What follows belongs to an exercise in optimizing a design on an open flow for small area; a production flow would make more cautious choices.
In this exercise RTL edits were held to simulation tests only and were not proved equivalent to the original.
No activity file was given, so power comes from the tool's default toggle rates.

// SystolicArray
module SystolicArray #(parameter SIZE = 4, parameter DATA_WIDTH = 8)(
    input [SIZE*DATA_WIDTH-1:0] A,
    input [SIZE*DATA_WIDTH-1:0] B,
    input clk,
    input rst,
    output done,
    output [SIZE*SIZE*2*DATA_WIDTH-1:0] C
);
Size: about 3400 cells after synthesis, roughly 910 flip-flops, roughly 49000 um2 of cells after synthesis.
make LEC_CHECK=0 CAP_MARGIN=20 CORE_MARGIN=2 CORE_UTILIZATION=40 CTS_BUF_LIST='sky130_fd_sc_hd__clkbuf_4 sky130_fd_sc_hd__clkbuf_8' PLACE_DENSITY=0.6 SETUP_SLACK_MARGIN=0.2 SLEW_MARGIN=20 SYNTH_HIERARCHICAL=1 finish   # period 6.0 ns
run.sh (not shown) runs the stock make flow with config.mk's settings and CLKGATE_MAP_FILE= SYNTH_SCRIPT=/design/flow/synth_recipe.tcl, a recipe that flattens the netlist after the stock synthesis.
==> next run, changes <==
==> flow/flow/run.sh (new file) <==
#!/bin/bash
set -o pipefail
export BUFFER_PORTS_ARGS="-buffer_cell sky130_fd_sc_hd__buf_1"
export CTS_ARGS="-sink_clustering_enable -repair_clock_nets -dont_use_dummy_load"
bash standard.sh > standard_flow.log 2>&1
rc=$?
cp -r orfs/logs flow_logs 2>/dev/null
exit $rc
==> flow/standard.sh (new file) <==
#!/bin/bash
# synth_recipe.tcl (not shown) runs the flow's synth.tcl, then flattens the netlist and writes it again
# the make line also repeats each setting of config.mk as NAME=value (left out here)
make -C /OpenROAD-flow-scripts/flow DESIGN_CONFIG=/design/flow/config.mk WORK_HOME=/design/flow/orfs CLKGATE_MAP_FILE= SYNTH_SCRIPT=/design/flow/synth_recipe.tcl "${@:-finish}"
removed: flow/run.sh
Outcome: Global-route usage shrinks by 0.35 points; wire length drops by 1.3%; cell area goes down by 5.5%; worst setup slack gets worse by 0.046 ns; sequential share of layout area increases by 1.9 points; die area does not change; utilization falls by 2.6 points; clock skew came out higher by 0.022 ns; via count went down by 0.91%; clock-buffer cell count is lower by 141; first-iteration DRC count falls by 2.7%.

SystolicArray, a different RTL version from the one above (not shown whole).
Size in the first run: roughly 3700 cells after synthesis, ~910 flip-flops, about 320 I/O pins.
==> flow/design.v (excerpt) <==
module SystolicArray #(parameter SIZE = 4, parameter DATA_WIDTH = 8)(
    input [SIZE*DATA_WIDTH-1:0] A,
    input [SIZE*DATA_WIDTH-1:0] B,
    input clk,
    input rst,
    output done,
    output [SIZE*SIZE*2*DATA_WIDTH-1:0] C
);
==> flow/config.mk <==
export PLATFORM = sky130hd
export DESIGN_NAME = SystolicArray
export DESIGN_NICKNAME = SystolicArray
export VERILOG_FILES = /design/flow/design.v
export SDC_FILE = /design/flow/constraint.sdc
export NUM_CORES = 4
export LEC_CHECK = 0
export ABC_AREA = 1
export CAP_MARGIN = 20
export CORE_MARGIN = 2
export CORE_UTILIZATION = 55
export PLACE_DENSITY = 0.7
export SETUP_SLACK_MARGIN = 0.05
export SLEW_MARGIN = 20
export SYNTH_HIERARCHICAL = 1
==> flow/constraint.sdc <==
create_clock -name core_clock -period 6.0 [get_ports {clk}]
set_input_delay 1.2000 -clock core_clock [delete_from_list [all_inputs] [get_ports {clk}]]
set_output_delay 1.2000 -clock core_clock [all_outputs]
set_load 0.01 [all_outputs]
standard.sh (not shown) runs the stock make flow with config.mk's settings and CLKGATE_MAP_FILE= SYNTH_SCRIPT=/design/flow/synth_recipe.tcl, a recipe that flattens the netlist after the stock synthesis.
==> flow/flow/run.sh <==
#!/bin/bash
set -o pipefail
export BUFFER_PORTS_ARGS="-buffer_cell sky130_fd_sc_hd__buf_1"
export CTS_ARGS="-sink_clustering_enable -repair_clock_nets -dont_use_dummy_load -buf_list {sky130_fd_sc_hd__clkbuf_8} -sink_clustering_size 16 -sink_clustering_max_diameter 60"
bash standard.sh > standard_flow.log 2>&1
Next try:
- CORE_UTILIZATION: 55 -> 75
- PLACE_DENSITY: 0.7 -> 0.85
The new run passed the timing, design-rule and antenna checks.
Clock power fell by 6.9%.
Setup slack improved by 0.10 ns.
Power rose by 2.3%.
Fmax rose by 1.8%.
Core utilization rose by 21 points.
Die area fell by 26%.
Design area fell by 1.1%.
Count of clock-buffer cells in the layout fell by 12.
Wire length rose by 2.7%.
First-iteration DRC count rose by 64%.
Next try:
==> flow/flow/run.sh (replaced) <==
#!/bin/bash
set -o pipefail
export BUFFER_PORTS_ARGS="-buffer_cell sky130_fd_sc_hd__buf_1"
export CTS_ARGS="-sink_clustering_enable -repair_clock_nets -dont_use_dummy_load -buf_list {sky130_fd_sc_hd__clkbuf_8} -sink_clustering_size 22 -sink_clustering_max_diameter 50"
bash standard.sh > standard_flow.log 2>&1
- CORE_UTILIZATION: 75 -> 55
- PLACE_DENSITY: 0.85 -> 0.7
Result: Synthesized cell count does not change; wire length fell by 3.0%; register-to-register slack loses 0.08 ns; setup slack is worse by 0.082 ns; via count drops by 4.5%; utilization shrinks by 20 points; total power fell by 2.1%; sequential power hardly moves; hold slack got worse by 0.045 ns; cell count goes up by 6.5%; global-route usage falls by 9.6 points.

-- afterwards: timing with drivers on the ports --
In the flow no input, the clock included, has a driving cell. The finished layouts below were timed again as built, in two steps. Step 1 (the two cells are an assumption about what drives the block):
set clk [get_ports {clk}]
set_driving_cell -lib_cell sky130_fd_sc_hd__clkbuf_16 $clk
set_driving_cell -lib_cell sky130_fd_sc_hd__buf_2 [delete_from_list [all_inputs] $clk]
Step 2 adds t to the input delays and takes it off the output delays; t is the mean of the earliest and latest rising clock arrival at the registers after step 1. Input paths then give back, and output paths get back, about the clock's delay inside the block. Slacks: ideal ports / drivers / drivers and shift; pairs: ideal ports / drivers.
| run | shift t [ns] | slack for setup (ns) | latest minus earliest clock arrival (ns) | worst slew at a driven data input, ns | cell pins on the clock port's net |
|---|---|---|---|---|---|
| the first run of note 1 | 0.943 | 0.421 / 0.421 / 0.421 | 0.073 / 0.073 | 0.05 | 1 |
| the second run of note 1 | 0.751 | 0.375 / 0.375 / 0.375 | 0.092 / 0.092 | 0.04 | 1 |
| the first run of note 2 | 0.777 | 0.323 / 0.323 / 0.323 | 0.100 / 0.099 | 0.04 | 1 |
| the second run of note 2 | 0.708 | 0.426 / 0.426 / 0.426 | 0.105 / 0.105 | 0.04 | 1 |
| the third run of note 2 | 0.769 | 0.344 / 0.344 / 0.344 | 0.127 / 0.128 | 0.04 | 1 |
After both steps setup and hold are still met in every run listed.
